Context: an optimization exercise on an open-source flow, tuned for a short achievable clock period and few clock cycles. The choices shown serve that exercise and are no tape-out recipe. Where RTL was checked, it was by simulation tests only, not by an equivalence proof against the original. Power and IR drop assume default switching activity.

Setup of quartz:
Design processor, start of the top module:
module processor(
	CLK,NRST,INST,DATA_IN,
	INST_ADDR,DATA_ADDR,DATA_OUT,DATA_WRITE
	);
For scale: about 9300 cells after synthesis, roughly 1600 flip-flops, ~82000 um2 of cells after synthesis.
export LEC_CHECK = 0
export CAP_MARGIN = 20
export CORE_MARGIN = 2
export CORE_UTILIZATION = 40
export SETUP_SLACK_MARGIN = 5
export SLEW_MARGIN = 20
export TNS_END_PERCENT = 100
create_clock -name core_clock -period 8.0 [get_ports {CLK}]
run.sh (not shown) runs the stock make flow with config.mk's settings and CLKGATE_MAP_FILE= SYNTH_SCRIPT=/design/flow/synth_recipe.tcl, a recipe that flattens the netlist after the stock synthesis.
quartz ended with every stage complete and zero timing, DRC or antenna violations.
Testbench counts of quartz, summed over its fixed seeds: cycles 37,135.
Input changes introduced in xenon (baseline for comparison: quartz):
--- a/flow/design.v
+++ b/flow/design.v
@@ -279,15 +279,14 @@
 	reg [31:0] pc_n;        
 	reg        d_valid;
 	reg [31:0] d_inst;
 	reg [31:0] d_pc4;
 	reg        d_pt;        
 	reg        d_use_rs;    
 	reg        d_use_rt;
-	reg        e_mrs, e_mrt;
 	reg        d_fix;       
 	reg        d_j;
 	reg        e_fix;
 	reg [31:0] e_next;
 	reg        e_pt;
 	reg        d_br;        
 	reg [31:0] e_a, e_b;    
@@ -378,17 +377,17 @@
 	wire d_slt = r_slt | d_slti;
 	wire [31:0] wb_data = m_load ? DATA_IN : m_res;
 	wire [31:0] rf_rs = (d_rs == 5'd0) ? 32'd0 : rf[d_rs];
 	wire [31:0] rf_rt = (d_rt == 5'd0) ? 32'd0 : rf[d_rt];
 	wire [31:0] d_rsv = (m_rd != 5'd0 && m_rd == d_rs) ? wb_data : rf_rs;
 	wire [31:0] d_rtv = (m_rd != 5'd0 && m_rd == d_rt) ? wb_data : rf_rt;
 	wire e_wr = (e_rd != 5'd0);
-	wire fwd_a = e_mrs & d_use_rs;
-	wire fwd_b = e_mrt & ~d_imm;
-	wire fwd_s = e_mrt;
+	wire fwd_a = e_wr & (e_rd == d_rs) & d_use_rs;
+	wire fwd_b = e_wr & (e_rd == d_rt) & ~d_imm;
+	wire fwd_s = e_wr & (e_rd == d_rt);
 	wire stall = d_valid & e_load & e_wr &
 	             ((d_use_rs & (d_rs == e_rd)) | (d_use_rt & (d_rt == e_rd)));
 	wire [29:0] d_tgt_w = d_pc4[31:2] + d_se[29:0];
 	wire [31:0] d_tgt = {d_tgt_w, 2'b00};
 	wire [31:0] sum, diff;
 	assign sum = e_a + e_b;
 	assign diff = e_a - e_b;
@@ -420,22 +419,23 @@
 	                | ({32{e_op[4]}} & (e_a ^ e_b))
 	                | ({32{e_op[5]}} & ~(e_a | e_b))
 	                | {31'd0, e_slt & diff[31]};
 	wire eq = (e_a == e_b);
 	wire mis_e = e_br & (eq ^ e_inv);
 	wire mispred = mis_e | e_fix;
 	wire [31:0] redirect = mis_e ? e_alt : e_next;
-	wire br_fa = e_mrs;
-	wire br_fwd = e_mrs | e_mrt;
+	wire br_fa = (e_rd == d_rs);
+	wire br_fwd = e_wr & (br_fa | (e_rd == d_rt));
 	wire br_r0 = br_fa ? (d_rt == 5'd0) : (d_rs == 5'd0);
 	wire [31:0] z_t = e_a ^ e_b;
 	wire [31:0] z_o = e_a | e_b;
 	wire z_sum = ~|(z_t ^ {z_o[30:0], 1'b0});
-	wire z_val = z_sum;
-	wire d_zres = d_valid & d_br & d_pt & br_fwd & br_r0 & ~e_load & e_op[0];
+	wire z_val = (e_op[0] & z_sum) | ((e_op[1] | e_op[4]) & eq) | (e_op[2] & ~|(e_a & e_b)) |
+	             (e_op[3] & ~|z_o) | (e_op[5] & (&z_o));
+	wire d_zres = d_valid & d_br & d_pt & br_fwd & br_r0 & ~e_load & ~e_slt;
 	wire d_ztk = z_val ^ d_bne;                  
 	wire d_mis = d_zres & ~stall & ~mispred & ~d_ztk;
 	wire any_mis = mispred | d_mis;
 	wire [31:0] redirect_all = mispred ? redirect : d_pc4;
 	assign DATA_ADDR = m_addr;
 	assign DATA_OUT = m_sdata;
 	assign DATA_WRITE = m_store;
@@ -450,23 +450,21 @@
 	                  | ({32{s_seq}} & {fpc[31:12], f_seq, 2'b00});
 	wire [31:0] npc = any_mis ? redirect_all : npc_f;
 	wire f_fix = (s_jmp & f_j_x) | (s_tgt & f_tgt_x) | (s_seq & f_seq_x);
 	always @(posedge CLK or negedge NRST) begin
 		if (!NRST) begin
 			pc <= 32'd0;
 			pc_n <= 32'hffffffff;
-			d_valid <= 1'b0; d_use_rs <= 1'b0; d_use_rt <= 1'b0; e_mrs <= 1'b0; e_mrt <= 1'b0; d_pt <= 1'b0; d_br <= 1'b0; d_fix <= 1'b0; d_j <= 1'b0; e_fix <= 1'b0;
+			d_valid <= 1'b0; d_use_rs <= 1'b0; d_use_rt <= 1'b0; d_pt <= 1'b0; d_br <= 1'b0; d_fix <= 1'b0; d_j <= 1'b0; e_fix <= 1'b0;
 			e_fs <= 1'b0; m_we <= 31'd0;
 			e_rd <= 5'd0; e_load <= 1'b0; e_store <= 1'b0; e_br <= 1'b0; e_inv <= 1'b0;
 			e_op <= 6'd0; e_slt <= 1'b0;
 			m_rd <= 5'd0; m_load <= 1'b0; m_store <= 1'b0;
 		end else begin
 			pc <= npc;
-			e_mrs <= ~e_bubble & (d_dst != 5'd0) & (d_dst == INST[25:21]);
-			e_mrt <= ~e_bubble & (d_dst != 5'd0) & (d_dst == INST[20:16]);
 			pc_n <= ~npc;
 			if (any_mis) d_valid <= 1'b0;
 			else if (!stall) d_valid <= 1'b1;
 			if (!stall) begin
 				d_pt <= f_pt;
 				d_br <= f_brres;
 				d_use_rs <= f_use_rs;
Findings:
xenon vs. quartz: combinational group share of total power rose by 0.4 points, total power rose by 3.7%, detailed-routed wire length on met2 rose by 3800 um, met3 track utilization from global routing fell by 1.1 points, estimated wirelength of the detail-placed design rose by about 5%.
xenon falls short of quartz in first-pass GRT wire length.
Overall via count from detail_route (xenon vs. quartz) increases slightly
Multi-input gate share of the layout cell area (higher): xenon
Testbench counts of xenon, summed over its fixed seeds: cycles 37,134.


alpha:
processor, a different RTL version from the one above (not shown whole).
For scale: roughly 1300 flip-flops, roughly 160 I/O pins, roughly 69000 sq um of cells after synthesis.
==> module ks_add, before the edit <==
module ks_add #(parameter W = 32) (
	input  [W-1:0] a,
	input  [W-1:0] b,
	input          cin,
	output [W-1:0] s
	);
	localparam L = (W <= 2) ? 1 : (W <= 4) ? 2 : (W <= 8) ? 3 : (W <= 16) ? 4 : (W <= 32) ? 5 : 6;
	wire [W-1:0] g [0:L];
	wire [W-1:0] p [0:L];
	wire [W-1:0] hp = a ^ b;
	assign g[0] = (a & b) | {{(W-1){1'b0}}, hp[0] & cin};
	assign p[0] = hp;
	genvar lv, k;
	generate
		for (lv = 1; lv <= L; lv = lv + 1) begin : g_lv
			for (k = 0; k < W; k = k + 1) begin : g_bit
				if (k >= (1 << (lv-1))) begin : g_op
					assign g[lv][k] = g[lv-1][k] | (p[lv-1][k] & g[lv-1][k-(1<<(lv-1))]);
					assign p[lv][k] = p[lv-1][k] & p[lv-1][k-(1<<(lv-1))];
				end else begin : g_pass
					assign g[lv][k] = g[lv-1][k];
					assign p[lv][k] = p[lv-1][k];
				end
			end
		end
	endgenerate
	assign s = hp ^ {g[L][W-2:0], cin};
endmodule
==> flow/config.mk <==
export PLATFORM = sky130hd
export DESIGN_NAME = processor
export DESIGN_NICKNAME = processor
export VERILOG_FILES = /design/flow/design.v
export SDC_FILE = /design/flow/constraint.sdc
export NUM_CORES = 4
export LEC_CHECK = 0
export CAP_MARGIN = 20
export CORE_MARGIN = 2
export CORE_UTILIZATION = 40
export SETUP_SLACK_MARGIN = 5
export SLEW_MARGIN = 20
export TNS_END_PERCENT = 100
==> flow/constraint.sdc <==
create_clock -name core_clock -period 8.0 [get_ports {CLK}]
set_input_delay 1.6000 -clock core_clock [delete_from_list [all_inputs] [get_ports {CLK}]]
set_output_delay 1.6000 -clock core_clock [all_outputs]
set_load 0.01 [all_outputs]
Testbench counts of alpha, summed over its fixed seeds: cycles 37,842.
[inputs] beta vs alpha
--- a/flow/design.v
+++ b/flow/design.v
@@ -448,9 +448,9 @@
 	input  [W-1:0] b,
 	input          cin,
 	output [W-1:0] s
 	);
-	localparam L = (W <= 2) ? 1 : (W <= 4) ? 2 : (W <= 8) ? 3 : (W <= 16) ? 4 : (W <= 32) ? 5 : 6;
+	localparam L = $clog2(W);
 	wire [W-1:0] g [0:L];
 	wire [W-1:0] p [0:L];
 	wire [W-1:0] hp = a ^ b;
 	assign g[0] = (a & b) | {{(W-1){1'b0}}, hp[0] & cin};
==> run notes <==
For clock power, alpha and beta come out practically identical.
From beta to alpha, residual DRC count did not move at all.
The post-route standard cell area excluding fillers was comparable across beta and alpha.
alpha → beta: worst path required time level; met1 wire length saw little to no change.
Function not checked in beta: the RTL went through the layout flow alone.

[separate check: timing with driven ports]
Ports are ideal in the flow. The routed layouts listed here were re-timed in OpenROAD. Step 1, drivers: a clkbuf_16 drives CLK and a buf_2 each remaining input, both assumed. Step 2 adds t to the input delays and takes it off the output delays; t is the mean of the earliest and latest rising clock arrival at the registers after step 1. Input paths then give back, and output paths get back, about the clock's delay inside the block. a / b / c = ideal ports / drivers / drivers and shift; a / b = the first two.
run	t (ns)	slack for setup (ns)	hold slack, ns
quartz	0.958	4.550 / 4.550 / 3.908	0.319 / 0.319 / 0.319
xenon	0.940	4.471 / 4.471 / 3.832	0.327 / 0.327 / 0.327
alpha	0.921	4.420 / 4.420 / 3.739	0.348 / 0.348 / 0.348
beta	0.921	4.420 / 4.420 / 3.739	0.348 / 0.348 / 0.348
After both steps setup and hold are still met in every run listed.
